What follows belongs to an exercise in optimizing a design on an open flow for small area and a short achievable clock period; a production flow would make more cautious choices. In this exercise RTL edits were held to simulation tests only and were not proved equivalent to the original. Power is estimated from default activity; no workload was simulated.

==> flow/design.v, too long to show whole: its modules and the start of the top module <==
// module mk_mac: 957 lines
module mk_mac(CLK,
	      RST_N,
	      put_inp_A_a,
	      EN_put_inp_A,
	      RDY_put_inp_A,
	      put_inp_B_b,
	      EN_put_inp_B,
	      RDY_put_inp_B,
	      put_inp_C_c,
	      EN_put_inp_C,
	      RDY_put_inp_C,
	      put_inp_sel_sel,
	      EN_put_inp_sel,
	      RDY_put_inp_sel,
	      get_mac_op,
	      RDY_get_mac_op);
  // ...
==> flow/run.sh <==
#!/bin/bash
# synth_recipe.tcl (not shown) runs the flow's synth.tcl, then flattens the netlist and writes it again
# the make line also repeats each setting of config.mk as NAME=value (left out here)
make -C /OpenROAD-flow-scripts/flow DESIGN_CONFIG=/design/flow/config.mk WORK_HOME=/design/flow/orfs CLKGATE_MAP_FILE= SYNTH_SCRIPT=/design/flow/synth_recipe.tcl finish
==> flow/config.mk <==
export PLATFORM = sky130hd
export DESIGN_NAME = mk_mac
export DESIGN_NICKNAME = mk_mac
export VERILOG_FILES = /design/flow/design.v
export SDC_FILE = /design/flow/constraint.sdc
export NUM_CORES = 8
export LEC_CHECK = 0
export ABC_AREA = 1
export CAP_MARGIN = 20
export CORE_MARGIN = 2
export CORE_UTILIZATION = 65
export PLACE_DENSITY = 0.75
export SETUP_SLACK_MARGIN = 5
export SLEW_MARGIN = 20
==> flow/constraint.sdc <==
create_clock -name core_clock -period 9.0 [get_ports {CLK}]
set_input_delay 1.8000 -clock core_clock [delete_from_list [all_inputs] [get_ports {CLK}]]
set_output_delay 1.8000 -clock core_clock [all_outputs]
set_load 0.01 [all_outputs]
==> results.json, run 1 <==
{
  "dp.final_hpwl_microns": 39900,
  "n_clock_buffer": 87,
  "cts_tree": "done",
  "synthXorXnorAreaFrac_pct": 4.06,
  "power_clock_w": 0.00278,
  "slew_headroom_pct": 31.6,
  "seqCellArea_sq_um": 14200,
  "insertion_delay_ps": 600,
  "yosysWarnings": 1,
  "worst_pin_slew_ps": 1020,
  "fin_area_sq_um": 28800,
  "cts_resized": 6,
  "timing.fmax_mhz": 265,
  "nMultiInputCombCells": 1479,
  "switching_share_pct": 36.1,
  "status": "timing/DRC/antenna clean",
  "synthSimpleGateAreaFrac_pct": 14.2,
  "wl_per_cell_microns": 16.7,
  "chipWidth_microns": 200,
  "ys_seq_area_share_pct": 56.7,
  "ant_nets": 0,
  "worst-setup-path-type": "flip-flop to flip-flop",
  "post-cts-setup-buffers": 2,
  "worstPathCellList": "ha_1 -> inv_1 -> fa_1 -> inv_1 -> nand3_1 -> nand2_2 -> nand3_1 -> nand2_1 -> a21oi_2 -> o21bai_2 -> a31oi_2 -> o21bai_2 -> a21oi_2 -> nor2_1 -> nand3_1 -> nand2_1 -> a21o_1 -> ha_4 -> nor2_4 -> o21ai_0 -> nor2_1 -> o21ai_1 -> a21oi_1 -> xor2_1",
  "synthCells": 2574,
  "layout_common_cells": "dfxtp_1 (564), nand2_1 (486), inv_1 (335)",
  "stdcell_count": 3232,
  "dpl-instance-area_sq_um": 26400,
  "synth_edf_count": 97,
  "gr-total-overflow": 0,
  "power-top-group": "sequential cells",
  "rsz0062_at_grt": "true",
  "die-area_sq_um": 40100,
  "hold_ws_ps": 300,
  "num_tap_cells": 511
}
==> inputs of run 2 (changes only) <==
--- a/flow/design.v
+++ b/flow/design.v
@@ -310,330 +310,335 @@
   wire ca_s117 = ca_x22 ^ ca_g89;
   wire ca_s118 = ca_x24 ^ ca_g91;
   wire ca_s119 = ca_x26 ^ ca_g93;
   wire ca_s120 = ca_x28 ^ ca_g95;
   wire ca_s121 = ca_x30 ^ ca_g97;
   wire ca_s122 = ca_x32 ^ ca_g99;
   wire ca_s123 = ca_x34 ^ ca_g101;
   wire ca_s124 = ca_x36 ^ ca_g103;
-  wire cu_g1 = 1'b0 | (t0_c[17] & (1'b1 & t0_c[16]));
-  wire cu_p2 = t0_c[17] & t0_c[16];
+  wire [17:0] t0_sum = {ca_s124, ca_s123, ca_s122, ca_s121, ca_s120, ca_s119, ca_s118, ca_s117, ca_s116, ca_s115, ca_s114, ca_s113, ca_s112, ca_s111, ca_s110, ca_s109, ca_s108, ca_s107};
+  reg        t1_s;
+  reg [7:0]  t1_e;
+  reg [15:0] t1_p;
+  reg [1:0]  t1_q;
+  reg [31:0] t1_c;
+  always @(posedge CLK) begin
+    t1_s <= t0_s;
+    t1_e <= t0_e;
+    t1_p <= t0_sum[15:0];
+    t1_q <= t0_sum[17:16];
+    t1_c <= t0_c;
+  end
+  wire cu_g1 = 1'b0 | (t1_c[17] & (1'b1 & t1_c[16]));
+  wire cu_p2 = t1_c[17] & t1_c[16];
   wire cu_g3 = 1'b0;
-  wire cu_p4 = t0_c[19] & t0_c[18];
+  wire cu_p4 = t1_c[19] & t1_c[18];
   wire cu_g5 = 1'b0;
-  wire cu_p6 = t0_c[21] & t0_c[20];
+  wire cu_p6 = t1_c[21] & t1_c[20];
   wire cu_g7 = 1'b0;
-  wire cu_p8 = t0_c[23] & t0_c[22];
+  wire cu_p8 = t1_c[23] & t1_c[22];
   wire cu_g9 = 1'b0;
-  wire cu_p10 = t0_c[25] & t0_c[24];
+  wire cu_p10 = t1_c[25] & t1_c[24];
   wire cu_g11 = 1'b0;
-  wire cu_p12 = t0_c[27] & t0_c[26];
+  wire cu_p12 = t1_c[27] & t1_c[26];
   wire cu_g13 = 1'b0;
-  wire cu_p14 = t0_c[29] & t0_c[28];
+  wire cu_p14 = t1_c[29] & t1_c[28];
   wire cu_g15 = 1'b0;
-  wire cu_p16 = t0_c[31] & t0_c[30];
-  wire cu_g17 = 1'b0 | (t0_c[18] & cu_g1);
-  wire cu_p18 = t0_c[18] & cu_p2;
+  wire cu_p16 = t1_c[31] & t1_c[30];
+  wire cu_g17 = 1'b0 | (t1_c[18] & cu_g1);
+  wire cu_p18 = t1_c[18] & cu_p2;
   wire cu_g19 = cu_g3 | (cu_p4 & cu_g1);
   wire cu_p20 = cu_p4 & cu_p2;
-  wire cu_g21 = 1'b0 | (t0_c[22] & cu_g5);
-  wire cu_p22 = t0_c[22] & cu_p6;
+  wire cu_g21 = 1'b0 | (t1_c[22] & cu_g5);
+  wire cu_p22 = t1_c[22] & cu_p6;
   wire cu_g23 = cu_g7 | (cu_p8 & cu_g5);
   wire cu_p24 = cu_p8 & cu_p6;
-  wire cu_g25 = 1'b0 | (t0_c[26] & cu_g9);
-  wire cu_p26 = t0_c[26] & cu_p10;
+  wire cu_g25 = 1'b0 | (t1_c[26] & cu_g9);
+  wire cu_p26 = t1_c[26] & cu_p10;
   wire cu_g27 = cu_g11 | (cu_p12 & cu_g9);
   wire cu_p28 = cu_p12 & cu_p10;
-  wire cu_g29 = 1'b0 | (t0_c[30] & cu_g13);
-  wire cu_p30 = t0_c[30] & cu_p14;
+  wire cu_g29 = 1'b0 | (t1_c[30] & cu_g13);
+  wire cu_p30 = t1_c[30] & cu_p14;
   wire cu_g31 = cu_g15 | (cu_p16 & cu_g13);
   wire cu_p32 = cu_p16 & cu_p14;
-  wire cu_g33 = 1'b0 | (t0_c[20] & cu_g19);
-  wire cu_p34 = t0_c[20] & cu_p20;
+  wire cu_g33 = 1'b0 | (t1_c[20] & cu_g19);
+  wire cu_p34 = t1_c[20] & cu_p20;
   wire cu_g35 = cu_g5 | (cu_p6 & cu_g19);
   wire cu_p36 = cu_p6 & cu_p20;
   wire cu_g37 = cu_g21 | (cu_p22 & cu_g19);
   wire cu_p38 = cu_p22 & cu_p20;
   wire cu_g39 = cu_g23 | (cu_p24 & cu_g19);
   wire cu_p40 = cu_p24 & cu_p20;
-  wire cu_g41 = 1'b0 | (t0_c[28] & cu_g27);
-  wire cu_p42 = t0_c[28] & cu_p28;
+  wire cu_g41 = 1'b0 | (t1_c[28] & cu_g27);
+  wire cu_p42 = t1_c[28] & cu_p28;
   wire cu_g43 = cu_g13 | (cu_p14 & cu_g27);
   wire cu_p44 = cu_p14 & cu_p28;
   wire cu_g45 = cu_g29 | (cu_p30 & cu_g27);
   wire cu_p46 = cu_p30 & cu_p28;
   wire cu_g47 = cu_g31 | (cu_p32 & cu_g27);
   wire cu_p48 = cu_p32 & cu_p28;
-  wire cu_g49 = 1'b0 | (t0_c[24] & cu_g39);
-  wire cu_p50 = t0_c[24] & cu_p40;
+  wire cu_g49 = 1'b0 | (t1_c[24] & cu_g39);
+  wire cu_p50 = t1_c[24] & cu_p40;
   wire cu_g51 = cu_g9 | (cu_p10 & cu_g39);
   wire cu_p52 = cu_p10 & cu_p40;
   wire cu_g53 = cu_g25 | (cu_p26 & cu_g39);
   wire cu_p54 = cu_p26 & cu_p40;
   wire cu_g55 = cu_g27 | (cu_p28 & cu_g39);
   wire cu_p56 = cu_p28 & cu_p40;
   wire cu_g57 = cu_g41 | (cu_p42 & cu_g39);
   wire cu_p58 = cu_p42 & cu_p40;
   wire cu_g59 = cu_g43 | (cu_p44 & cu_g39);
   wire cu_p60 = cu_p44 & cu_p40;
   wire cu_g61 = cu_g45 | (cu_p46 & cu_g39);
   wire cu_p62 = cu_p46 & cu_p40;
   wire cu_g63 = cu_g47 | (cu_p48 & cu_g39);
   wire cu_p64 = cu_p48 & cu_p40;
-  wire cu_s65 = t0_c[16] ^ 1'b1;
-  wire cu_s66 = t0_c[17] ^ (1'b1 & t0_c[16]);
-  wire cu_s67 = t0_c[18] ^ cu_g1;
-  wire cu_s68 = t0_c[19] ^ cu_g17;
-  wire cu_s69 = t0_c[20] ^ cu_g19;
-  wire cu_s70 = t0_c[21] ^ cu_g33;
-  wire cu_s71 = t0_c[22] ^ cu_g35;
-  wire cu_s72 = t0_c[23] ^ cu_g37;
-  wire cu_s73 = t0_c[24] ^ cu_g39;
-  wire cu_s74 = t0_c[25] ^ cu_g49;
-  wire cu_s75 = t0_c[26] ^ cu_g51;
-  wire cu_s76 = t0_c[27] ^ cu_g53;
-  wire cu_s77 = t0_c[28] ^ cu_g55;
-  wire cu_s78 = t0_c[29] ^ cu_g57;
-  wire cu_s79 = t0_c[30] ^ cu_g59;
-  wire cu_s80 = t0_c[31] ^ cu_g61;
-  wire cd_g1 = 1'b0 | (~t0_c[17] & (1'b1 & ~t0_c[16]));
-  wire cd_p2 = ~t0_c[17] & ~t0_c[16];
+  wire cu_s65 = t1_c[16] ^ 1'b1;
+  wire cu_s66 = t1_c[17] ^ (1'b1 & t1_c[16]);
+  wire cu_s67 = t1_c[18] ^ cu_g1;
+  wire cu_s68 = t1_c[19] ^ cu_g17;
+  wire cu_s69 = t1_c[20] ^ cu_g19;
+  wire cu_s70 = t1_c[21] ^ cu_g33;
+  wire cu_s71 = t1_c[22] ^ cu_g35;
+  wire cu_s72 = t1_c[23] ^ cu_g37;
+  wire cu_s73 = t1_c[24] ^ cu_g39;
+  wire cu_s74 = t1_c[25] ^ cu_g49;
+  wire cu_s75 = t1_c[26] ^ cu_g51;
+  wire cu_s76 = t1_c[27] ^ cu_g53;
+  wire cu_s77 = t1_c[28] ^ cu_g55;
+  wire cu_s78 = t1_c[29] ^ cu_g57;
+  wire cu_s79 = t1_c[30] ^ cu_g59;
+  wire cu_s80 = t1_c[31] ^ cu_g61;
+  wire cd_g1 = 1'b0 | (~t1_c[17] & (1'b1 & ~t1_c[16]));
+  wire cd_p2 = ~t1_c[17] & ~t1_c[16];
   wire cd_g3 = 1'b0;
-  wire cd_p4 = ~t0_c[19] & ~t0_c[18];
+  wire cd_p4 = ~t1_c[19] & ~t1_c[18];
   wire cd_g5 = 1'b0;
-  wire cd_p6 = ~t0_c[21] & ~t0_c[20];
+  wire cd_p6 = ~t1_c[21] & ~t1_c[20];
   wire cd_g7 = 1'b0;
-  wire cd_p8 = ~t0_c[23] & ~t0_c[22];
+  wire cd_p8 = ~t1_c[23] & ~t1_c[22];
   wire cd_g9 = 1'b0;
-  wire cd_p10 = ~t0_c[25] & ~t0_c[24];
+  wire cd_p10 = ~t1_c[25] & ~t1_c[24];
   wire cd_g11 = 1'b0;
-  wire cd_p12 = ~t0_c[27] & ~t0_c[26];
+  wire cd_p12 = ~t1_c[27] & ~t1_c[26];
   wire cd_g13 = 1'b0;
-  wire cd_p14 = ~t0_c[29] & ~t0_c[28];
+  wire cd_p14 = ~t1_c[29] & ~t1_c[28];
   wire cd_g15 = 1'b0;
-  wire cd_p16 = ~t0_c[31] & ~t0_c[30];
-  wire cd_g17 = 1'b0 | (~t0_c[18] & cd_g1);
-  wire cd_p18 = ~t0_c[18] & cd_p2;
+  wire cd_p16 = ~t1_c[31] & ~t1_c[30];
+  wire cd_g17 = 1'b0 | (~t1_c[18] & cd_g1);
+  wire cd_p18 = ~t1_c[18] & cd_p2;
   wire cd_g19 = cd_g3 | (cd_p4 & cd_g1);
   wire cd_p20 = cd_p4 & cd_p2;
-  wire cd_g21 = 1'b0 | (~t0_c[22] & cd_g5);
-  wire cd_p22 = ~t0_c[22] & cd_p6;
+  wire cd_g21 = 1'b0 | (~t1_c[22] & cd_g5);
+  wire cd_p22 = ~t1_c[22] & cd_p6;
   wire cd_g23 = cd_g7 | (cd_p8 & cd_g5);
   wire cd_p24 = cd_p8 & cd_p6;
-  wire cd_g25 = 1'b0 | (~t0_c[26] & cd_g9);
-  wire cd_p26 = ~t0_c[26] & cd_p10;
+  wire cd_g25 = 1'b0 | (~t1_c[26] & cd_g9);
+  wire cd_p26 = ~t1_c[26] & cd_p10;
   wire cd_g27 = cd_g11 | (cd_p12 & cd_g9);
   wire cd_p28 = cd_p12 & cd_p10;
-  wire cd_g29 = 1'b0 | (~t0_c[30] & cd_g13);
-  wire cd_p30 = ~t0_c[30] & cd_p14;
+  wire cd_g29 = 1'b0 | (~t1_c[30] & cd_g13);
+  wire cd_p30 = ~t1_c[30] & cd_p14;
   wire cd_g31 = cd_g15 | (cd_p16 & cd_g13);
   wire cd_p32 = cd_p16 & cd_p14;
-  wire cd_g33 = 1'b0 | (~t0_c[20] & cd_g19);
-  wire cd_p34 = ~t0_c[20] & cd_p20;
+  wire cd_g33 = 1'b0 | (~t1_c[20] & cd_g19);
+  wire cd_p34 = ~t1_c[20] & cd_p20;
   wire cd_g35 = cd_g5 | (cd_p6 & cd_g19);
   wire cd_p36 = cd_p6 & cd_p20;
   wire cd_g37 = cd_g21 | (cd_p22 & cd_g19);
   wire cd_p38 = cd_p22 & cd_p20;
   wire cd_g39 = cd_g23 | (cd_p24 & cd_g19);
   wire cd_p40 = cd_p24 & cd_p20;
-  wire cd_g41 = 1'b0 | (~t0_c[28] & cd_g27);
-  wire cd_p42 = ~t0_c[28] & cd_p28;
+  wire cd_g41 = 1'b0 | (~t1_c[28] & cd_g27);
+  wire cd_p42 = ~t1_c[28] & cd_p28;
   wire cd_g43 = cd_g13 | (cd_p14 & cd_g27);
   wire cd_p44 = cd_p14 & cd_p28;
   wire cd_g45 = cd_g29 | (cd_p30 & cd_g27);
   wire cd_p46 = cd_p30 & cd_p28;
   wire cd_g47 = cd_g31 | (cd_p32 & cd_g27);
   wire cd_p48 = cd_p32 & cd_p28;
-  wire cd_g49 = 1'b0 | (~t0_c[24] & cd_g39);
-  wire cd_p50 = ~t0_c[24] & cd_p40;
+  wire cd_g49 = 1'b0 | (~t1_c[24] & cd_g39);
+  wire cd_p50 = ~t1_c[24] & cd_p40;
   wire cd_g51 = cd_g9 | (cd_p10 & cd_g39);
   wire cd_p52 = cd_p10 & cd_p40;
   wire cd_g53 = cd_g25 | (cd_p26 & cd_g39);
   wire cd_p54 = cd_p26 & cd_p40;
   wire cd_g55 = cd_g27 | (cd_p28 & cd_g39);
   wire cd_p56 = cd_p28 & cd_p40;
   wire cd_g57 = cd_g41 | (cd_p42 & cd_g39);
   wire cd_p58 = cd_p42 & cd_p40;
   wire cd_g59 = cd_g43 | (cd_p44 & cd_g39);
   wire cd_p60 = cd_p44 & cd_p40;
   wire cd_g61 = cd_g45 | (cd_p46 & cd_g39);
   wire cd_p62 = cd_p46 & cd_p40;
   wire cd_g63 = cd_g47 | (cd_p48 & cd_g39);
   wire cd_p64 = cd_p48 & cd_p40;
-  wire cd_s65 = ~t0_c[16] ^ 1'b1;
-  wire cd_s66 = ~t0_c[17] ^ (1'b1 & ~t0_c[16]);
-  wire cd_s67 = ~t0_c[18] ^ cd_g1;
-  wire cd_s68 = ~t0_c[19] ^ cd_g17;
-  wire cd_s69 = ~t0_c[20] ^ cd_g19;
-  wire cd_s70 = ~t0_c[21] ^ cd_g33;
-  wire cd_s71 = ~t0_c[22] ^ cd_g35;
-  wire cd_s72 = ~t0_c[23] ^ cd_g37;
-  wire cd_s73 = ~t0_c[24] ^ cd_g39;
-  wire cd_s74 = ~t0_c[25] ^ cd_g49;
-  wire cd_s75 = ~t0_c[26] ^ cd_g51;
-  wire cd_s76 = ~t0_c[27] ^ cd_g53;
-  wire cd_s77 = ~t0_c[28] ^ cd_g55;
-  wire cd_s78 = ~t0_c[29] ^ cd_g57;
-  wire cd_s79 = ~t0_c[30] ^ cd_g59;
-  wire cd_s80 = ~t0_c[31] ^ cd_g61;
-  wire [17:0] t0_sum = {ca_s124, ca_s123, ca_s122, ca_s121, ca_s120, ca_s119, ca_s118, ca_s117, ca_s116, ca_s115, ca_s114, ca_s113, ca_s112, ca_s111, ca_s110, ca_s109, ca_s108, ca_s107};
+  wire cd_s65 = ~t1_c[16] ^ 1'b1;
+  wire cd_s66 = ~t1_c[17] ^ (1'b1 & ~t1_c[16]);
+  wire cd_s67 = ~t1_c[18] ^ cd_g1;
+  wire cd_s68 = ~t1_c[19] ^ cd_g17;
+  wire cd_s69 = ~t1_c[20] ^ cd_g19;
+  wire cd_s70 = ~t1_c[21] ^ cd_g33;
+  wire cd_s71 = ~t1_c[22] ^ cd_g35;
+  wire cd_s72 = ~t1_c[23] ^ cd_g37;
+  wire cd_s73 = ~t1_c[24] ^ cd_g39;
+  wire cd_s74 = ~t1_c[25] ^ cd_g49;
+  wire cd_s75 = ~t1_c[26] ^ cd_g51;
+  wire cd_s76 = ~t1_c[27] ^ cd_g53;
+  wire cd_s77 = ~t1_c[28] ^ cd_g55;
+  wire cd_s78 = ~t1_c[29] ^ cd_g57;
+  wire cd_s79 = ~t1_c[30] ^ cd_g59;
+  wire cd_s80 = ~t1_c[31] ^ cd_g61;
   wire [15:0] c_up = {cu_s80, cu_s79, cu_s78, cu_s77, cu_s76, cu_s75, cu_s74, cu_s73, cu_s72, cu_s71, cu_s70, cu_s69, cu_s68, cu_s67, cu_s66, cu_s65};
   wire [15:0] c_dn = ~{cd_s80, cd_s79, cd_s78, cd_s77, cd_s76, cd_s75, cd_s74, cd_s73, cd_s72, cd_s71, cd_s70, cd_s69, cd_s68, cd_s67, cd_s66, cd_s65};
-  reg        t1_s;
-  reg [7:0]  t1_e;
-  reg [15:0] t1_p;
-  reg [31:0] t1_c;
-  always @(posedge CLK) begin
-    t1_s <= t0_s;
-    t1_e <= t0_e;
-    t1_p <= t0_sum[15:0];
-    t1_c[15:0]  <= t0_c[15:0];
-    t1_c[31:16] <= (vld[0] | t0_sum[16]) ? t0_c[31:16] : t0_sum[17] ? c_up : c_dn;
-  end
   reg [31:0] i8_res;
   always @(posedge CLK)
-    if (!vld[1]) i8_res <= {t1_c[31:16], t1_p};
+    if (!vld[1]) i8_res <= {t1_q[1] ? c_up : t1_q[0] ? t1_c[31:16] : c_dn, t1_p};
   wire [7:0] m1 = t1_p[15] ? t1_p[15:8] : t1_p[14:7];
   wire g1 = t1_p[15] ? t1_p[8] : t1_p[7];
   wire r1 = t1_p[15] ? t1_p[7] : t1_p[6];
   wire st1 = t1_p[15] ? (t1_p[6:0] != 7'd0) : (t1_p[5:0] != 6'd0);
-  wire [8:0] m9 = {1'b0, m1} + {8'd0, r1 & (g1 | st1)};
-  wire [7:0] e1 = t1_e + {7'd0, t1_p[15]} + {7'd0, m9[8]};
-  wire [6:0] f1 = (e1 == 8'd255) ? 7'd0 : m9[6:0];
+  wire rnd1 = r1 & (g1 | st1);
+  wire [8:0] m9 = {1'b0, m1} + {8'd0, rnd1};
+  wire [7:0] e1p1 = t1_e + 8'd1;
+  wire [7:0] e1p2 = t1_e + 8'd2;
+  wire       mcy = rnd1 & (m1 == 8'hff);
+  wire [7:0] e1 = (t1_p[15] & mcy) ? e1p2 : (t1_p[15] | mcy) ? e1p1 : t1_e;
+  wire       e1max = (t1_p[15] & mcy) ? (t1_e == 8'd253) :
+                     (t1_p[15] | mcy) ? (t1_e == 8'd254) : (t1_e == 8'd255);
+  wire [6:0] f1 = e1max ? 7'd0 : m9[6:0];
   reg        t2_s;
   reg [7:0]  t2_e;
   reg [6:0]  t2_f;
   reg [31:0] t2_c;
   always @(posedge CLK) begin
     t2_s <= t1_s;
     t2_e <= e1;
     t2_f <= f1;
     t2_c <= t1_c;
   end
   wire [1:0] k3 = rg_sel ? lc : cls_in;
-  reg        t3_s;
+  wire [7:0] ce2 = t2_c[30:23];
+  wire       cz2 = (ce2 == 8'd0);
+  wire       ci2 = (ce2 == 8'd255);
+  wire       nswp = t2_e < ce2;
+  wire [7:0] npc = t2_e - ce2;
+  wire [7:0] ncp = ce2 - t2_e;
+  wire [7:0] ndif = nswp ? ncp : npc;
+  wire       nexc = (t2_e == 8'd255) | ci2;
+  wire       nboth0 = (t2_e == 8'd0) & cz2;
+  wire       nule = ~nexc & (nboth0 | ((npc == 8'd0) & (t2_f <= t2_c[22:16])));
+  reg        t3_s, t3_swp, t3_zsh, t3_exc, t3_nan, t3_both0, t3_ule;
+  reg [4:0]  t3_sh;
   reg [7:0]  t3_e;
   reg [6:0]  t3_f;
   reg [31:0] t3_c;
   always @(posedge CLK) begin
     t3_s <= t2_s;
+    t3_c <= t2_c;
     case (k3)
-      2'd3: begin t3_e <= t2_e;   t3_f <= t2_f;    end
-      2'd1: begin t3_e <= 8'd0;   t3_f <= 7'd0;    end
-      2'd2: begin t3_e <= 8'd255; t3_f <= 7'd0;    end
-      default: begin t3_e <= 8'd255; t3_f <= 7'h40; end
+      2'd3: begin
+        t3_f <= t2_f; t3_e <= nswp ? ce2 : t2_e; t3_swp <= nswp;
+        t3_sh <= ndif[4:0]; t3_zsh <= nexc | (ndif[7:5] != 3'd0);
+        t3_exc <= nexc; t3_nan <= (t2_c[22:0] != 23'd0) | (t2_f != 7'd0);
+        t3_both0 <= nboth0; t3_ule <= nule;
+      end
+      2'd1: begin
+        t3_f <= 7'd0; t3_e <= ce2; t3_swp <= ~cz2;
+        t3_sh <= ce2[4:0]; t3_zsh <= ci2 | (ce2[7:5] != 3'd0);
+        t3_exc <= ci2; t3_nan <= (t2_c[22:0] != 23'd0);
+        t3_both0 <= cz2; t3_ule <= cz2;
+      end
+      default: begin
+        t3_f <= {~k3[1], 6'd0}; t3_e <= 8'd255; t3_swp <= 1'b0;
+        t3_sh <= 5'd0; t3_zsh <= 1'b1;
+        t3_exc <= 1'b1; t3_nan <= (t2_c[22:0] != 23'd0) | ~k3[1];
+        t3_both0 <= 1'b0; t3_ule <= 1'b0;
+      end
     endcase
-    t3_c <= t2_c;
   end
-  wire [7:0]  ce3 = t3_c[30:23];
-  wire        swp3 = t3_e < ce3;
-  wire [7:0]  dpc = t3_e - ce3;
-  wire [7:0]  dcp = ce3 - t3_e;
-  wire [7:0]  dif3 = swp3 ? dcp : dpc;
-  wire        exc3 = (t3_e == 8'd255) | (ce3 == 8'd255);
-  wire        both03 = (t3_e == 8'd0) & (ce3 == 8'd0);
-  wire        ule3 = ~exc3 & (both03 | ((dpc == 8'd0) & (t3_f <= t3_c[22:16])));
-  reg        t4_s, t4_swp, t4_zsh, t4_exc, t4_nan, t4_both0, t4_ule;
-  reg [4:0]  t4_sh;
+  wire        asel = t3_swp | t3_ule;
+  wire [22:0] mf3 = {t3_f, 16'd0};
+  wire [22:0] cf3 = t3_c[22:0];
+  wire [22:0] af3 = t3_both0 ? 23'd0 : (asel ? cf3 : mf3);
+  wire [22:0] bf3 = t3_both0 ? 23'd0 : (asel ? mf3 : cf3);
+  wire [26:0] bm3 = {1'b1, bf3, 3'b0};
+  wire        sub3 = t3_s ^ t3_c[31];
+  wire [26:0] shf3 = (t3_zsh ? 27'd0 : (bm3 >> t3_sh)) ^ {27{sub3}};
+  reg        t4_sub, t4_s, t4_exc, t4_nan;
   reg [7:0]  t4_e;
-  reg [6:0]  t4_f;
-  reg [31:0] t4_c;
+  reg [22:0] t4_a;
+  reg [26:0] t4_b;
   always @(posedge CLK) begin
-    t4_s     <= t3_s;
-    t4_e     <= swp3 ? ce3 : t3_e;
-    t4_f     <= t3_f;
-    t4_c     <= t3_c;
-    t4_swp   <= swp3;
-    t4_sh    <= dif3[4:0];
-    t4_zsh   <= exc3 | (dif3[7:5] != 3'd0);
-    t4_exc   <= exc3;
-    t4_nan   <= (t3_c[22:0] != 23'd0) | (t3_f != 7'd0);
-    t4_both0 <= both03;
-    t4_ule   <= ule3;
-  end
-  wire        asel = t4_swp | t4_ule;
-  wire [22:0] mf4 = {t4_f, 16'd0};
-  wire [22:0] cf4 = t4_c[22:0];
-  wire [22:0] af4 = t4_both0 ? 23'd0 : (asel ? cf4 : mf4);
-  wire [22:0] bf4 = t4_both0 ? 23'd0 : (asel ? mf4 : cf4);
-  wire [26:0] bm4 = {1'b1, bf4, 3'b0};
-  wire [26:0] shf4 = t4_zsh ? 27'd0 : (bm4 >> t4_sh);
-  reg        t5_sub, t5_s, t5_exc, t5_nan;
-  reg [7:0]  t5_e;
-  reg [22:0] t5_a;
-  reg [26:0] t5_b;
-  always @(posedge CLK) begin
-    t5_sub <= t4_s ^ t4_c[31];
-    t5_s   <= asel ? t4_c[31] : t4_s;
-    t5_exc <= t4_exc;
-    t5_nan <= t4_nan;
-    t5_e   <= t4_e;
-    t5_a   <= af4;
-    t5_b   <= shf4;
+    t4_sub <= sub3;
+    t4_s   <= asel ? t3_c[31] : t3_s;
+    t4_exc <= t3_exc;
+    t4_nan <= t3_nan;
+    t4_e   <= t3_e + 8'd1;
+    t4_a   <= af3;
+    t4_b   <= shf3;
   end
-  wire [27:0] a5 = {2'b01, t5_a, 3'b0};
-  wire [27:0] b5 = {1'b0, t5_b} ^ {28{t5_sub}};
-  wire ad_g1 = 1'b0 & (t5_b[0] ^ t5_sub);
-  wire ad_x2 = 1'b0 ^ (t5_b[0] ^ t5_sub);
-  wire ad_g3 = 1'b0 & (t5_b[1] ^ t5_sub);
-  wire ad_x4 = 1'b0 ^ (t5_b[1] ^ t5_sub);
-  wire ad_g5 = 1'b0 & (t5_b[2] ^ t5_sub);
-  wire ad_x6 = 1'b0 ^ (t5_b[2] ^ t5_sub);
-  wire ad_g7 = t5_a[0] & (t5_b[3] ^ t5_sub);
-  wire ad_x8 = t5_a[0] ^ (t5_b[3] ^ t5_sub);
-  wire ad_g9 = t5_a[1] & (t5_b[4] ^ t5_sub);
-  wire ad_x10 = t5_a[1] ^ (t5_b[4] ^ t5_sub);
-  wire ad_g11 = t5_a[2] & (t5_b[5] ^ t5_sub);
-  wire ad_x12 = t5_a[2] ^ (t5_b[5] ^ t5_sub);
-  wire ad_g13 = t5_a[3] & (t5_b[6] ^ t5_sub);
-  wire ad_x14 = t5_a[3] ^ (t5_b[6] ^ t5_sub);
-  wire ad_g15 = t5_a[4] & (t5_b[7] ^ t5_sub);
-  wire ad_x16 = t5_a[4] ^ (t5_b[7] ^ t5_sub);
-  wire ad_g17 = t5_a[5] & (t5_b[8] ^ t5_sub);
-  wire ad_x18 = t5_a[5] ^ (t5_b[8] ^ t5_sub);
-  wire ad_g19 = t5_a[6] & (t5_b[9] ^ t5_sub);
-  wire ad_x20 = t5_a[6] ^ (t5_b[9] ^ t5_sub);
-  wire ad_g21 = t5_a[7] & (t5_b[10] ^ t5_sub);
-  wire ad_x22 = t5_a[7] ^ (t5_b[10] ^ t5_sub);
-  wire ad_g23 = t5_a[8] & (t5_b[11] ^ t5_sub);
-  wire ad_x24 = t5_a[8] ^ (t5_b[11] ^ t5_sub);
-  wire ad_g25 = t5_a[9] & (t5_b[12] ^ t5_sub);
-  wire ad_x26 = t5_a[9] ^ (t5_b[12] ^ t5_sub);
-  wire ad_g27 = t5_a[10] & (t5_b[13] ^ t5_sub);
-  wire ad_x28 = t5_a[10] ^ (t5_b[13] ^ t5_sub);
-  wire ad_g29 = t5_a[11] & (t5_b[14] ^ t5_sub);
-  wire ad_x30 = t5_a[11] ^ (t5_b[14] ^ t5_sub);
-  wire ad_g31 = t5_a[12] & (t5_b[15] ^ t5_sub);
-  wire ad_x32 = t5_a[12] ^ (t5_b[15] ^ t5_sub);
-  wire ad_g33 = t5_a[13] & (t5_b[16] ^ t5_sub);
-  wire ad_x34 = t5_a[13] ^ (t5_b[16] ^ t5_sub);
-  wire ad_g35 = t5_a[14] & (t5_b[17] ^ t5_sub);
-  wire ad_x36 = t5_a[14] ^ (t5_b[17] ^ t5_sub);
-  wire ad_g37 = t5_a[15] & (t5_b[18] ^ t5_sub);
-  wire ad_x38 = t5_a[15] ^ (t5_b[18] ^ t5_sub);
-  wire ad_g39 = t5_a[16] & (t5_b[19] ^ t5_sub);
-  wire ad_x40 = t5_a[16] ^ (t5_b[19] ^ t5_sub);
-  wire ad_g41 = t5_a[17] & (t5_b[20] ^ t5_sub);
-  wire ad_x42 = t5_a[17] ^ (t5_b[20] ^ t5_sub);
-  wire ad_g43 = t5_a[18] & (t5_b[21] ^ t5_sub);
-  wire ad_x44 = t5_a[18] ^ (t5_b[21] ^ t5_sub);
-  wire ad_g45 = t5_a[19] & (t5_b[22] ^ t5_sub);
-  wire ad_x46 = t5_a[19] ^ (t5_b[22] ^ t5_sub);
-  wire ad_g47 = t5_a[20] & (t5_b[23] ^ t5_sub);
-  wire ad_x48 = t5_a[20] ^ (t5_b[23] ^ t5_sub);
-  wire ad_g49 = t5_a[21] & (t5_b[24] ^ t5_sub);
-  wire ad_x50 = t5_a[21] ^ (t5_b[24] ^ t5_sub);
-  wire ad_g51 = t5_a[22] & (t5_b[25] ^ t5_sub);
-  wire ad_x52 = t5_a[22] ^ (t5_b[25] ^ t5_sub);
-  wire ad_g53 = 1'b1 & (t5_b[26] ^ t5_sub);
-  wire ad_x54 = 1'b1 ^ (t5_b[26] ^ t5_sub);
-  wire ad_g55 = 1'b0 & t5_sub;
-  wire ad_x56 = 1'b0 ^ t5_sub;
-  wire ad_g57 = ad_g1 | (ad_x2 & t5_sub);
+  wire ad_g1 = 1'b0 & t4_b[0];
+  wire ad_x2 = 1'b0 ^ t4_b[0];
+  wire ad_g3 = 1'b0 & t4_b[1];
+  wire ad_x4 = 1'b0 ^ t4_b[1];
+  wire ad_g5 = 1'b0 & t4_b[2];
+  wire ad_x6 = 1'b0 ^ t4_b[2];
+  wire ad_g7 = t4_a[0] & t4_b[3];
+  wire ad_x8 = t4_a[0] ^ t4_b[3];
+  wire ad_g9 = t4_a[1] & t4_b[4];
+  wire ad_x10 = t4_a[1] ^ t4_b[4];
+  wire ad_g11 = t4_a[2] & t4_b[5];
+  wire ad_x12 = t4_a[2] ^ t4_b[5];
+  wire ad_g13 = t4_a[3] & t4_b[6];
+  wire ad_x14 = t4_a[3] ^ t4_b[6];
+  wire ad_g15 = t4_a[4] & t4_b[7];
+  wire ad_x16 = t4_a[4] ^ t4_b[7];
+  wire ad_g17 = t4_a[5] & t4_b[8];
+  wire ad_x18 = t4_a[5] ^ t4_b[8];
+  wire ad_g19 = t4_a[6] & t4_b[9];
+  wire ad_x20 = t4_a[6] ^ t4_b[9];
+  wire ad_g21 = t4_a[7] & t4_b[10];
+  wire ad_x22 = t4_a[7] ^ t4_b[10];
+  wire ad_g23 = t4_a[8] & t4_b[11];
+  wire ad_x24 = t4_a[8] ^ t4_b[11];
+  wire ad_g25 = t4_a[9] & t4_b[12];
+  wire ad_x26 = t4_a[9] ^ t4_b[12];
+  wire ad_g27 = t4_a[10] & t4_b[13];
+  wire ad_x28 = t4_a[10] ^ t4_b[13];
+  wire ad_g29 = t4_a[11] & t4_b[14];
+  wire ad_x30 = t4_a[11] ^ t4_b[14];
+  wire ad_g31 = t4_a[12] & t4_b[15];
+  wire ad_x32 = t4_a[12] ^ t4_b[15];
+  wire ad_g33 = t4_a[13] & t4_b[16];
+  wire ad_x34 = t4_a[13] ^ t4_b[16];
+  wire ad_g35 = t4_a[14] & t4_b[17];
+  wire ad_x36 = t4_a[14] ^ t4_b[17];
+  wire ad_g37 = t4_a[15] & t4_b[18];
+  wire ad_x38 = t4_a[15] ^ t4_b[18];
+  wire ad_g39 = t4_a[16] & t4_b[19];
+  wire ad_x40 = t4_a[16] ^ t4_b[19];
+  wire ad_g41 = t4_a[17] & t4_b[20];
+  wire ad_x42 = t4_a[17] ^ t4_b[20];
+  wire ad_g43 = t4_a[18] & t4_b[21];
+  wire ad_x44 = t4_a[18] ^ t4_b[21];
+  wire ad_g45 = t4_a[19] & t4_b[22];
+  wire ad_x46 = t4_a[19] ^ t4_b[22];
+  wire ad_g47 = t4_a[20] & t4_b[23];
+  wire ad_x48 = t4_a[20] ^ t4_b[23];
+  wire ad_g49 = t4_a[21] & t4_b[24];
+  wire ad_x50 = t4_a[21] ^ t4_b[24];
+  wire ad_g51 = t4_a[22] & t4_b[25];
+  wire ad_x52 = t4_a[22] ^ t4_b[25];
+  wire ad_g53 = 1'b1 & t4_b[26];
+  wire ad_x54 = 1'b1 ^ t4_b[26];
+  wire ad_g55 = 1'b0 & t4_sub;
+  wire ad_x56 = 1'b0 ^ t4_sub;
+  wire ad_g57 = ad_g1 | (ad_x2 & t4_sub);
   wire ad_g58 = ad_g3 | (ad_x4 & ad_g57);
   wire ad_p59 = ad_x4 & ad_x2;
   wire ad_g60 = ad_g7 | (ad_x8 & ad_g5);
   wire ad_p61 = ad_x8 & ad_x6;
   wire ad_g62 = ad_g11 | (ad_x12 & ad_g9);
   wire ad_p63 = ad_x12 & ad_x10;
   wire ad_g64 = ad_g15 | (ad_x16 & ad_g13);
   wire ad_p65 = ad_x16 & ad_x14;
@@ -752,17 +757,17 @@
   wire ad_g178 = ad_g154 | (ad_p155 & ad_g152);
   wire ad_p179 = ad_p155 & ad_p153;
   wire ad_g180 = ad_g156 | (ad_p157 & ad_g152);
   wire ad_p181 = ad_p157 & ad_p153;
   wire ad_g182 = ad_g158 | (ad_p159 & ad_g152);
   wire ad_p183 = ad_p159 & ad_p153;
   wire ad_g184 = ad_g160 | (ad_p161 & ad_g152);
   wire ad_p185 = ad_p161 & ad_p153;
-  wire ad_s186 = ad_x2 ^ t5_sub;
+  wire ad_s186 = ad_x2 ^ t4_sub;
   wire ad_s187 = ad_x4 ^ ad_g57;
   wire ad_s188 = ad_x6 ^ ad_g58;
   wire ad_s189 = ad_x8 ^ ad_g86;
   wire ad_s190 = ad_x10 ^ ad_g88;
   wire ad_s191 = ad_x12 ^ ad_g114;
   wire ad_s192 = ad_x14 ^ ad_g116;
   wire ad_s193 = ad_x16 ^ ad_g118;
   wire ad_s194 = ad_x18 ^ ad_g120;
@@ -780,178 +785,263 @@
   wire ad_s206 = ad_x42 ^ ad_g168;
   wire ad_s207 = ad_x44 ^ ad_g170;
   wire ad_s208 = ad_x46 ^ ad_g172;
   wire ad_s209 = ad_x48 ^ ad_g174;
   wire ad_s210 = ad_x50 ^ ad_g176;
   wire ad_s211 = ad_x52 ^ ad_g178;
   wire ad_s212 = ad_x54 ^ ad_g180;
   wire ad_s213 = ad_x56 ^ ad_g182;
-  wire [27:0] sum5 = {ad_s213, ad_s212, ad_s211, ad_s210, ad_s209, ad_s208, ad_s207, ad_s206, ad_s205, ad_s204, ad_s203, ad_s202, ad_s201, ad_s200, ad_s199, ad_s198, ad_s197, ad_s196, ad_s195, ad_s194, ad_s193, ad_s192, ad_s191, ad_s190, ad_s189, ad_s188, ad_s187, ad_s186};
+  wire [27:0] sum4 = {ad_s213, ad_s212, ad_s211, ad_s210, ad_s209, ad_s208, ad_s207, ad_s206, ad_s205, ad_s204, ad_s203, ad_s202, ad_s201, ad_s200, ad_s199, ad_s198, ad_s197, ad_s196, ad_s195, ad_s194, ad_s193, ad_s192, ad_s191, ad_s190, ad_s189, ad_s188, ad_s187, ad_s186};
+  reg        t5_s, t5_exc, t5_nan;
+  reg [7:0]  t5_e;
+  reg [27:0] t5_m;
+  always @(posedge CLK) begin
+    t5_s   <= t4_s;
+    t5_exc <= t4_exc;
+    t5_nan <= t4_nan;
+    t5_e   <= t4_e;
+    t5_m   <= sum4;
+  end
+  wire lz_v1 = t5_m[27] | t5_m[26];
+  wire lz_c2 = ~t5_m[27];
+  wire lz_v3 = t5_m[25] | t5_m[24];
+  wire lz_c4 = ~t5_m[25];
+  wire lz_v5 = t5_m[23] | t5_m[22];
+  wire lz_c6 = ~t5_m[23];
+  wire lz_v7 = t5_m[21] | t5_m[20];
+  wire lz_c8 = ~t5_m[21];
+  wire lz_v9 = t5_m[19] | t5_m[18];
+  wire lz_c10 = ~t5_m[19];
+  wire lz_v11 = t5_m[17] | t5_m[16];
+  wire lz_c12 = ~t5_m[17];
+  wire lz_v13 = t5_m[15] | t5_m[14];
+  wire lz_c14 = ~t5_m[15];
+  wire lz_v15 = t5_m[13] | t5_m[12];
+  wire lz_c16 = ~t5_m[13];
+  wire lz_v17 = t5_m[11] | t5_m[10];
+  wire lz_c18 = ~t5_m[11];
+  wire lz_v19 = t5_m[9] | t5_m[8];
+  wire lz_c20 = ~t5_m[9];
+  wire lz_v21 = t5_m[7] | t5_m[6];
+  wire lz_c22 = ~t5_m[7];
+  wire lz_v23 = t5_m[5] | t5_m[4];
+  wire lz_c24 = ~t5_m[5];
+  wire lz_v25 = t5_m[3] | t5_m[2];
+  wire lz_c26 = ~t5_m[3];
+  wire lz_v27 = t5_m[1] | t5_m[0];
+  wire lz_c28 = ~t5_m[1];
+  wire lz_v29 = 1'b0 | 1'b0;
+  wire lz_c30 = ~1'b0;
+  wire lz_v31 = 1'b0 | 1'b0;
+  wire lz_c32 = ~1'b0;
+  wire lz_v33 = lz_v1 | lz_v3;
+  wire lz_c34 = lz_v1 ? lz_c2 : lz_c4;
+  wire lz_c35 = ~lz_v1;
+  wire lz_v36 = lz_v5 | lz_v7;
+  wire lz_c37 = lz_v5 ? lz_c6 : lz_c8;
+  wire lz_c38 = ~lz_v5;
+  wire lz_v39 = lz_v9 | lz_v11;
+  wire lz_c40 = lz_v9 ? lz_c10 : lz_c12;
+  wire lz_c41 = ~lz_v9;
+  wire lz_v42 = lz_v13 | lz_v15;
+  wire lz_c43 = lz_v13 ? lz_c14 : lz_c16;
+  wire lz_c44 = ~lz_v13;
+  wire lz_v45 = lz_v17 | lz_v19;
+  wire lz_c46 = lz_v17 ? lz_c18 : lz_c20;
+  wire lz_c47 = ~lz_v17;
+  wire lz_v48 = lz_v21 | lz_v23;
+  wire lz_c49 = lz_v21 ? lz_c22 : lz_c24;
+  wire lz_c50 = ~lz_v21;
+  wire lz_v51 = lz_v25 | lz_v27;
+  wire lz_c52 = lz_v25 ? lz_c26 : lz_c28;
+  wire lz_c53 = ~lz_v25;
+  wire lz_v54 = lz_v29 | lz_v31;
+  wire lz_c55 = lz_v29 ? lz_c30 : lz_c32;
+  wire lz_c56 = ~lz_v29;
+  wire lz_v57 = lz_v33 | lz_v36;
+  wire lz_c58 = lz_v33 ? lz_c34 : lz_c37;
+  wire lz_c59 = lz_v33 ? lz_c35 : lz_c38;
+  wire lz_c60 = ~lz_v33;
+  wire lz_v61 = lz_v39 | lz_v42;
+  wire lz_c62 = lz_v39 ? lz_c40 : lz_c43;
+  wire lz_c63 = lz_v39 ? lz_c41 : lz_c44;
+  wire lz_c64 = ~lz_v39;
+  wire lz_v65 = lz_v45 | lz_v48;
+  wire lz_c66 = lz_v45 ? lz_c46 : lz_c49;
+  wire lz_c67 = lz_v45 ? lz_c47 : lz_c50;
+  wire lz_c68 = ~lz_v45;
+  wire lz_v69 = lz_v51 | lz_v54;
+  wire lz_c70 = lz_v51 ? lz_c52 : lz_c55;
+  wire lz_c71 = lz_v51 ? lz_c53 : lz_c56;
+  wire lz_c72 = ~lz_v51;
+  wire lz_v73 = lz_v57 | lz_v61;
+  wire lz_c74 = lz_v57 ? lz_c58 : lz_c62;
+  wire lz_c75 = lz_v57 ? lz_c59 : lz_c63;
+  wire lz_c76 = lz_v57 ? lz_c60 : lz_c64;
+  wire lz_c77 = ~lz_v57;
+  wire lz_v78 = lz_v65 | lz_v69;
+  wire lz_c79 = lz_v65 ? lz_c66 : lz_c70;
+  wire lz_c80 = lz_v65 ? lz_c67 : lz_c71;
+  wire lz_c81 = lz_v65 ? lz_c68 : lz_c72;
+  wire lz_c82 = ~lz_v65;
+  wire lz_v83 = lz_v73 | lz_v78;
+  wire lz_c84 = lz_v73 ? lz_c74 : lz_c79;
+  wire lz_c85 = lz_v73 ? lz_c75 : lz_c80;
+  wire lz_c86 = lz_v73 ? lz_c76 : lz_c81;
+  wire lz_c87 = lz_v73 ? lz_c77 : lz_c82;
+  wire lz_c88 = ~lz_v73;
+  wire lz_v = lz_v83;
+  wire [4:0] lz_c = {lz_c88, lz_c87, lz_c86, lz_c85, lz_c84};
+  wire [4:0] lz = lz_v ? lz_c : 5'd2;
   reg        t6_s, t6_exc, t6_nan;
   reg [7:0]  t6_e;
+  reg [4:0]  t6_l;
   reg [27:0] t6_m;
   always @(posedge CLK) begin
     t6_s   <= t5_s;
     t6_exc <= t5_exc;
     t6_nan <= t5_nan;
-    t6_e   <= t5_e;
-    t6_m   <= sum5;
-  end
-  reg [4:0] lz;
-  integer i;
-  always @* begin
-    lz = 5'd2;
-    for (i = 0; i < 28; i = i + 1)
-      if (t6_m[i]) lz = 5'd27 - i[4:0];
+    t6_e   <= t5_e - {3'd0, lz};    
+    t6_l   <= lz;
+    t6_m   <= t5_m;
   end
-  reg        t7_s, t7_exc, t7_nan;
+  wire [27:0] nm = t6_m << t6_l;
+  reg        t7_s, t7_rnd;
   reg [7:0]  t7_e;
-  reg [4:0]  t7_l;
-  reg [27:0] t7_m;
+  reg [22:0] t7_f;
   always @(posedge CLK) begin
     t7_s   <= t6_s;
-    t7_exc <= t6_exc;
-    t7_nan <= t6_nan;
-    t7_e   <= t6_e;
-    t7_l   <= lz;
-    t7_m   <= t6_m;
-  end
-  wire [27:0] nm = t7_m << t7_l;
-  reg        t8_s, t8_rnd;
-  reg [7:0]  t8_e;
-  reg [22:0] t8_f;
-  always @(posedge CLK) begin
-    t8_s   <= t7_s;
-    t8_e   <= t7_exc ? 8'd255 : t7_e + 8'd1 - {3'd0, t7_l};
-    t8_f   <= t7_exc ? (t7_nan ? 23'h400000 : 23'd0) : nm[26:4];
-    t8_rnd <= ~t7_exc & nm[3] & (nm[4] | (nm[2:0] != 3'd0));
+    t7_e   <= t6_exc ? 8'd255 : t6_e;
+    t7_f   <= t6_exc ? (t6_nan ? 23'h400000 : 23'd0) : nm[26:4];
+    t7_rnd <= ~t6_exc & nm[3] & (nm[4] | (nm[2:0] != 3'd0));
   end
-  wire ri_g1 = 1'b0 | (t8_f[1] & (t8_rnd & t8_f[0]));
-  wire ri_p2 = t8_f[1] & t8_f[0];
+  wire ri_g1 = 1'b0 | (t7_f[1] & (t7_rnd & t7_f[0]));
+  wire ri_p2 = t7_f[1] & t7_f[0];
   wire ri_g3 = 1'b0;
-  wire ri_p4 = t8_f[3] & t8_f[2];
+  wire ri_p4 = t7_f[3] & t7_f[2];
   wire ri_g5 = 1'b0;
-  wire ri_p6 = t8_f[5] & t8_f[4];
+  wire ri_p6 = t7_f[5] & t7_f[4];
   wire ri_g7 = 1'b0;
-  wire ri_p8 = t8_f[7] & t8_f[6];
+  wire ri_p8 = t7_f[7] & t7_f[6];
   wire ri_g9 = 1'b0;
-  wire ri_p10 = t8_f[9] & t8_f[8];
+  wire ri_p10 = t7_f[9] & t7_f[8];
   wire ri_g11 = 1'b0;
-  wire ri_p12 = t8_f[11] & t8_f[10];
+  wire ri_p12 = t7_f[11] & t7_f[10];
   wire ri_g13 = 1'b0;
-  wire ri_p14 = t8_f[13] & t8_f[12];
+  wire ri_p14 = t7_f[13] & t7_f[12];
   wire ri_g15 = 1'b0;
-  wire ri_p16 = t8_f[15] & t8_f[14];
+  wire ri_p16 = t7_f[15] & t7_f[14];
   wire ri_g17 = 1'b0;
-  wire ri_p18 = t8_f[17] & t8_f[16];
+  wire ri_p18 = t7_f[17] & t7_f[16];
   wire ri_g19 = 1'b0;
-  wire ri_p20 = t8_f[19] & t8_f[18];
+  wire ri_p20 = t7_f[19] & t7_f[18];
   wire ri_g21 = 1'b0;
-  wire ri_p22 = t8_f[21] & t8_f[20];
-  wire ri_g23 = 1'b0 | (t8_f[2] & ri_g1);
-  wire ri_p24 = t8_f[2] & ri_p2;
+  wire ri_p22 = t7_f[21] & t7_f[20];
+  wire ri_g23 = 1'b0 | (t7_f[2] & ri_g1);
+  wire ri_p24 = t7_f[2] & ri_p2;
   wire ri_g25 = ri_g3 | (ri_p4 & ri_g1);
   wire ri_p26 = ri_p4 & ri_p2;
-  wire ri_g27 = 1'b0 | (t8_f[6] & ri_g5);
-  wire ri_p28 = t8_f[6] & ri_p6;
+  wire ri_g27 = 1'b0 | (t7_f[6] & ri_g5);
+  wire ri_p28 = t7_f[6] & ri_p6;
   wire ri_g29 = ri_g7 | (ri_p8 & ri_g5);
   wire ri_p30 = ri_p8 & ri_p6;
-  wire ri_g31 = 1'b0 | (t8_f[10] & ri_g9);
-  wire ri_p32 = t8_f[10] & ri_p10;
+  wire ri_g31 = 1'b0 | (t7_f[10] & ri_g9);
+  wire ri_p32 = t7_f[10] & ri_p10;
   wire ri_g33 = ri_g11 | (ri_p12 & ri_g9);
   wire ri_p34 = ri_p12 & ri_p10;
-  wire ri_g35 = 1'b0 | (t8_f[14] & ri_g13);
-  wire ri_p36 = t8_f[14] & ri_p14;
+  wire ri_g35 = 1'b0 | (t7_f[14] & ri_g13);
+  wire ri_p36 = t7_f[14] & ri_p14;
   wire ri_g37 = ri_g15 | (ri_p16 & ri_g13);
   wire ri_p38 = ri_p16 & ri_p14;
-  wire ri_g39 = 1'b0 | (t8_f[18] & ri_g17);
-  wire ri_p40 = t8_f[18] & ri_p18;
+  wire ri_g39 = 1'b0 | (t7_f[18] & ri_g17);
+  wire ri_p40 = t7_f[18] & ri_p18;
   wire ri_g41 = ri_g19 | (ri_p20 & ri_g17);
   wire ri_p42 = ri_p20 & ri_p18;
-  wire ri_g43 = 1'b0 | (t8_f[22] & ri_g21);
-  wire ri_p44 = t8_f[22] & ri_p22;
-  wire ri_g45 = 1'b0 | (t8_f[4] & ri_g25);
-  wire ri_p46 = t8_f[4] & ri_p26;
+  wire ri_g43 = 1'b0 | (t7_f[22] & ri_g21);
+  wire ri_p44 = t7_f[22] & ri_p22;
+  wire ri_g45 = 1'b0 | (t7_f[4] & ri_g25);
+  wire ri_p46 = t7_f[4] & ri_p26;
   wire ri_g47 = ri_g5 | (ri_p6 & ri_g25);
   wire ri_p48 = ri_p6 & ri_p26;
   wire ri_g49 = ri_g27 | (ri_p28 & ri_g25);
   wire ri_p50 = ri_p28 & ri_p26;
   wire ri_g51 = ri_g29 | (ri_p30 & ri_g25);
   wire ri_p52 = ri_p30 & ri_p26;
-  wire ri_g53 = 1'b0 | (t8_f[12] & ri_g33);
-  wire ri_p54 = t8_f[12] & ri_p34;
+  wire ri_g53 = 1'b0 | (t7_f[12] & ri_g33);
+  wire ri_p54 = t7_f[12] & ri_p34;
   wire ri_g55 = ri_g13 | (ri_p14 & ri_g33);
   wire ri_p56 = ri_p14 & ri_p34;
   wire ri_g57 = ri_g35 | (ri_p36 & ri_g33);
   wire ri_p58 = ri_p36 & ri_p34;
   wire ri_g59 = ri_g37 | (ri_p38 & ri_g33);
   wire ri_p60 = ri_p38 & ri_p34;
-  wire ri_g61 = 1'b0 | (t8_f[20] & ri_g41);
-  wire ri_p62 = t8_f[20] & ri_p42;
+  wire ri_g61 = 1'b0 | (t7_f[20] & ri_g41);
+  wire ri_p62 = t7_f[20] & ri_p42;
   wire ri_g63 = ri_g21 | (ri_p22 & ri_g41);
   wire ri_p64 = ri_p22 & ri_p42;
   wire ri_g65 = ri_g43 | (ri_p44 & ri_g41);
   wire ri_p66 = ri_p44 & ri_p42;
-  wire ri_g67 = 1'b0 | (t8_f[8] & ri_g51);
-  wire ri_p68 = t8_f[8] & ri_p52;
+  wire ri_g67 = 1'b0 | (t7_f[8] & ri_g51);
+  wire ri_p68 = t7_f[8] & ri_p52;
   wire ri_g69 = ri_g9 | (ri_p10 & ri_g51);
   wire ri_p70 = ri_p10 & ri_p52;
   wire ri_g71 = ri_g31 | (ri_p32 & ri_g51);
   wire ri_p72 = ri_p32 & ri_p52;
   wire ri_g73 = ri_g33 | (ri_p34 & ri_g51);
   wire ri_p74 = ri_p34 & ri_p52;
   wire ri_g75 = ri_g53 | (ri_p54 & ri_g51);
   wire ri_p76 = ri_p54 & ri_p52;
   wire ri_g77 = ri_g55 | (ri_p56 & ri_g51);
   wire ri_p78 = ri_p56 & ri_p52;
   wire ri_g79 = ri_g57 | (ri_p58 & ri_g51);
   wire ri_p80 = ri_p58 & ri_p52;
   wire ri_g81 = ri_g59 | (ri_p60 & ri_g51);
   wire ri_p82 = ri_p60 & ri_p52;
-  wire ri_g83 = 1'b0 | (t8_f[16] & ri_g81);
-  wire ri_p84 = t8_f[16] & ri_p82;
+  wire ri_g83 = 1'b0 | (t7_f[16] & ri_g81);
+  wire ri_p84 = t7_f[16] & ri_p82;
   wire ri_g85 = ri_g17 | (ri_p18 & ri_g81);
   wire ri_p86 = ri_p18 & ri_p82;
   wire ri_g87 = ri_g39 | (ri_p40 & ri_g81);
   wire ri_p88 = ri_p40 & ri_p82;
   wire ri_g89 = ri_g41 | (ri_p42 & ri_g81);
   wire ri_p90 = ri_p42 & ri_p82;
   wire ri_g91 = ri_g61 | (ri_p62 & ri_g81);
   wire ri_p92 = ri_p62 & ri_p82;
   wire ri_g93 = ri_g63 | (ri_p64 & ri_g81);
   wire ri_p94 = ri_p64 & ri_p82;
   wire ri_g95 = ri_g65 | (ri_p66 & ri_g81);
   wire ri_p96 = ri_p66 & ri_p82;
-  wire ri_s97 = t8_f[0] ^ t8_rnd;
-  wire ri_s98 = t8_f[1] ^ (t8_rnd & t8_f[0]);
-  wire ri_s99 = t8_f[2] ^ ri_g1;
-  wire ri_s100 = t8_f[3] ^ ri_g23;
-  wire ri_s101 = t8_f[4] ^ ri_g25;
-  wire ri_s102 = t8_f[5] ^ ri_g45;
-  wire ri_s103 = t8_f[6] ^ ri_g47;
-  wire ri_s104 = t8_f[7] ^ ri_g49;
-  wire ri_s105 = t8_f[8] ^ ri_g51;
-  wire ri_s106 = t8_f[9] ^ ri_g67;
-  wire ri_s107 = t8_f[10] ^ ri_g69;
-  wire ri_s108 = t8_f[11] ^ ri_g71;
-  wire ri_s109 = t8_f[12] ^ ri_g73;
-  wire ri_s110 = t8_f[13] ^ ri_g75;
-  wire ri_s111 = t8_f[14] ^ ri_g77;
-  wire ri_s112 = t8_f[15] ^ ri_g79;
-  wire ri_s113 = t8_f[16] ^ ri_g81;
-  wire ri_s114 = t8_f[17] ^ ri_g83;
-  wire ri_s115 = t8_f[18] ^ ri_g85;
-  wire ri_s116 = t8_f[19] ^ ri_g87;
-  wire ri_s117 = t8_f[20] ^ ri_g89;
-  wire ri_s118 = t8_f[21] ^ ri_g91;
-  wire ri_s119 = t8_f[22] ^ ri_g93;
-  wire [22:0] f9 = {ri_s119, ri_s118, ri_s117, ri_s116, ri_s115, ri_s114, ri_s113, ri_s112, ri_s111, ri_s110, ri_s109, ri_s108, ri_s107, ri_s106, ri_s105, ri_s104, ri_s103, ri_s102, ri_s101, ri_s100, ri_s99, ri_s98, ri_s97};
-  reg [31:0] t9, t10;
+  wire ri_s97 = t7_f[0] ^ t7_rnd;
+  wire ri_s98 = t7_f[1] ^ (t7_rnd & t7_f[0]);
+  wire ri_s99 = t7_f[2] ^ ri_g1;
+  wire ri_s100 = t7_f[3] ^ ri_g23;
+  wire ri_s101 = t7_f[4] ^ ri_g25;
+  wire ri_s102 = t7_f[5] ^ ri_g45;
+  wire ri_s103 = t7_f[6] ^ ri_g47;
+  wire ri_s104 = t7_f[7] ^ ri_g49;
+  wire ri_s105 = t7_f[8] ^ ri_g51;
+  wire ri_s106 = t7_f[9] ^ ri_g67;
+  wire ri_s107 = t7_f[10] ^ ri_g69;
+  wire ri_s108 = t7_f[11] ^ ri_g71;
+  wire ri_s109 = t7_f[12] ^ ri_g73;
+  wire ri_s110 = t7_f[13] ^ ri_g75;
+  wire ri_s111 = t7_f[14] ^ ri_g77;
+  wire ri_s112 = t7_f[15] ^ ri_g79;
+  wire ri_s113 = t7_f[16] ^ ri_g81;
+  wire ri_s114 = t7_f[17] ^ ri_g83;
+  wire ri_s115 = t7_f[18] ^ ri_g85;
+  wire ri_s116 = t7_f[19] ^ ri_g87;
+  wire ri_s117 = t7_f[20] ^ ri_g89;
+  wire ri_s118 = t7_f[21] ^ ri_g91;
+  wire ri_s119 = t7_f[22] ^ ri_g93;
+  wire [22:0] f8 = {ri_s119, ri_s118, ri_s117, ri_s116, ri_s115, ri_s114, ri_s113, ri_s112, ri_s111, ri_s110, ri_s109, ri_s108, ri_s107, ri_s106, ri_s105, ri_s104, ri_s103, ri_s102, ri_s101, ri_s100, ri_s99, ri_s98, ri_s97};
+  reg [31:0] t8, t9, t10;
   always @(posedge CLK) begin
-    t9  <= {t8_s, t8_e, f9};
+    t8  <= {t7_s, t7_e, f8};
+    t9  <= t8;
     t10 <= t9;
   end
   reg [31:0] rg_out;
   always @(posedge CLK)
     rg_out <= rg_sel ? i8_res : (vld[10] ? t10 : 32'd0);
   assign get_mac_op = rg_out;
 endmodule
==> run 2 against run 1 <==
Still clean on timing, DRC and antenna. Core utilization decreased by 1.1 points. Combinational power increased by 9.5%. Global-route usage increased by 3.1 points. Wire length increased by 14%. Via count increased by 11%. First-iteration DRC count increased by 30%. Register-to-register slack improved by 20 ps. Non-clock buffer count decreased by 5. Critical path depth decreased by 10. Sequential cell count decreased by 14. Largest power group unchanged.
==> results.json, run 2 <==
{
  "status": "timing/DRC/antenna clean",
  "cts_made_buffers": 59,
  "r2r_setup_slack_ps": 5250,
  "hold_violations": 0,
  "synthCells": 2767,
  "yosysTopAreaCell": "dfxtp_1",
  "synth.area.top_cells": "dfxtp_1 (43%), edfxtp_1 (11%), nand2_1 (8.9%)",
  "timing.fmax_mhz": 267,
  "power_leakage_nw": 13.7,
  "num_antenna_cells": 0,
  "synthTopCellsByCount": "nand2_1 (613), dfxtp_1 (550), inv_1 (300), nand3_1 (292), nor2_1 (131)",
  "reg2reg_from": "rg_sel",
  "clockBufferDepth": 3,
  "netlist_area_sq_um": 25800,
  "wl_per_cell_microns": 18.0,
  "crit_start": "rg_sel",
  "die-area_sq_um": 41300,
  "vias_per_cell": 5.48,
  "gp_congestion": 0.955,
  "yosysWarnings": 1,
  "vdd_drop_max_v": 0.000223,
  "cap_violations": 0,
  "io_pins": 108,
  "post-cts-setup-buffers": 0,
  "period_share_pct": 41.6,
  "syn_to_final_growth_pct": 13.2,
  "grt_pass1_vias": 18200,
  "totalWireLength_microns": 61400,
  "fin_nets": 3085,
  "initial_core_util_pct": 66.2,
  "synth_edf_count": 97,
  "drc": 0,
  "post-route-util_pct": 75.0,
  "layout_common_cells": "nand2_1 (613), dfxtp_1 (548), inv_1 (299)",
  "worst_pin_slew_ps": 861,
  "cts_max_level": 2,
  "nFillCells": 2719,
  "finalSetupViolations": 0,
  "cts_sinks": 647,
  "synth-main-ff-cell": "dfxtp_1",
  "pwr_density_cell_nw_per_um2": 382,
  "skew_ps": 33.9,
  "rsz0062_at_grt": "false",
  "reg2reg_depth": 14,
  "cts_tree": "done",
  "synth.most_common_cell": "nand2_1",
  "grt_max_degree": 67,
  "async_reset_ff_share_pct": 0,
  "cp_data_arrival_time_ps": 4240,
  "clk_pin_slew_ps": 60,
  "drive_gt1_share_pct": 6.42,
  "min-delay-path-class": "flip-flop to flip-flop",
  "ant_nets": 0,
  "chipWidth_microns": 203,
  "core_sq_um": 38900,
  "min_period_ps": 3750,
  "synth.avg_cell_area_sq_um": 9.32,
  "dp.final_hpwl_microns": 45200,
  "grt_pass1_wl_microns": 96700,
  "num_rows": 72,
  "cts_root_buf": "clkbuf_16",
  "slew_headroom_pct": 42.5,
  "dr.pass1.iters": 7,
  "yosys.cell_types.count": 61,
  "worst-setup-path-type": "flip-flop to flip-flop",
  "vias": 18700,
  "antenna_found_initial": 1,
  "r2r-end": "t0_r1[10]",
  "insertion_delay_ps": 640,
  "worstSetupStartpointType": "flip-flop",
  "path_max_fanout": 66,
  "hold_path_depth": 0,
  "gr-total-overflow": 0,
  "setup_tns_ps": 0,
  "dr.first_iter.drc_count": 1593,
  "required_ps": 9490,
  "die_y_microns": 203,
  "io_buffers": 102,
  "slew_viol_final": 0,
  "ys_seq_elements": 647,
  "min_to": "t1_c[16]",
  "grt_use_total_pct": 30.2,
  "yosys.area.top_type_share_pct": 42.7,
  "end_kind": "flip-flop",
  "min_from": "t0_c[16]",
  "ys_seq_area_share_pct": 54.0,
  "mostFrequentLayoutCell": "nand2_1"
}
==> run 2: cell families (layout without fill, tap and decap cells) <==
logic type	count (synthesis)	in the layout	synth area share, %
other	1	5	0.0145
AOI/OAI and AO/OA	259	259	5.79
buffers and inverters	412	537	6.44
DFF	647	647	54.0
muxes	7	7	0.272
and+or+nand+nor	1175	1175	20.2
xor gates and xnor gates	98	98	3.36
adders and majority gates	168	168	9.87
==> run 2: cell type report <==
cell class | count | area [sq um] | share of cell area (%)
inverter | 314 | 1180 | 4.06
timing repair buffer | 112 | 1100 | 3.78
multi-input combinational | 1712 | 10200 | 35.0
sequential | 647 | 13900 | 47.7
clock buffer | 80 | 1730 | 5.93
tap | 518 | 648 | 2.22
clock inverter | 31 | 378 | 1.30
==> run 2: how the worst max path moves through the flow <==
| stage | to | slack (ps) | cells after the start |
|---|---|---|---|
| global placement | t0_r1[10] | 5010 | 14 |
| CTS | t0_r1[10] | 5000 | 14 |
| detailed placement | t0_r1[10] | 4940 | 14 |
| global route | t0_r1[10] | 5020 | 14 |
| floorplan | t0_r1[10] | 5930 | 11 |
| finish | t0_r1[10] | 5250 | 14 |
==> run 2: critical path, stage by stage, from the launching register on <==
cell and delay (ps):
edfxtp_1 370, clkbuf_8 290, inv_6 380, nor2_1 80, inv_1 200, nand2_1 110
xor2_1 170, inv_1 70, fa_1 490, inv_1 60, fa_1 380, inv_1 80
fa_1 420, inv_1 100, fa_1 420
==> run 2: per-layer routing <==
metal | track usage (%) | share of wire, %
met3 | 6.20 | 7.2
met4 | 11.9 | 3.8
met5 | 0 | 0
met1 | 40.1 | 43
met2 | 48.8 | 46
==> run 2: metrics by stage <==
stage                     hold WS, ps  cell area (sq um)  instances  worst slack, ps  power (W)
after floorplan                   310              25800       2771             5930    0.00721
after global placement            310              27000       3302             5010    0.00832
after detailed placement          312              27100       3303             4940    0.00845
after CTS                         318              29200       3414             5000     0.0111
after global routing              326              29200       3414             5020     0.0119
final                             310              29200       3414             5250     0.0111
==> run 2: power breakdown <==
part | switching [W] | internal, W
clock | 0.00111 | 0.00152
sequential | 0.000620 | 0.00398
combinational | 0.00253 | 0.00139
==> run 2: repair_timing <==
action	4_1_cts	5_1_grt
endpoints found under the hold margin	0	0
setup endpoints to repair	4	5
hold buffers	0	0
gates resized for setup	1	3

## what the ideal ports hide
How much do the figures lean on ideal ports? The routed layouts below were timed once more, with nothing changed but the port constraints.
Step 1: set_driving_cell puts a clkbuf_16 on CLK and a buf_2 on each other input, an assumption about the parent block.
Step 2 moves the port delays by t, midway between the first and last clock arrival at a register: inputs arrive t later, outputs are due t later. That takes back most of the time a late clock gives input paths.
Slacks: no drivers / after step 1 / after step 2; pairs: no drivers / after step 1.
| run | t, ns | setup WS [ns] | worst register clock-pin slew, ns |
|---|---|---|---|
| run 1 | 0.639 | 5.232 / 5.232 / 5.232 | 0.07 / 0.07 |
| run 2 | 0.681 | 5.252 / 5.252 / 5.252 | 0.07 / 0.07 |
After both steps every run listed still meets setup and hold.
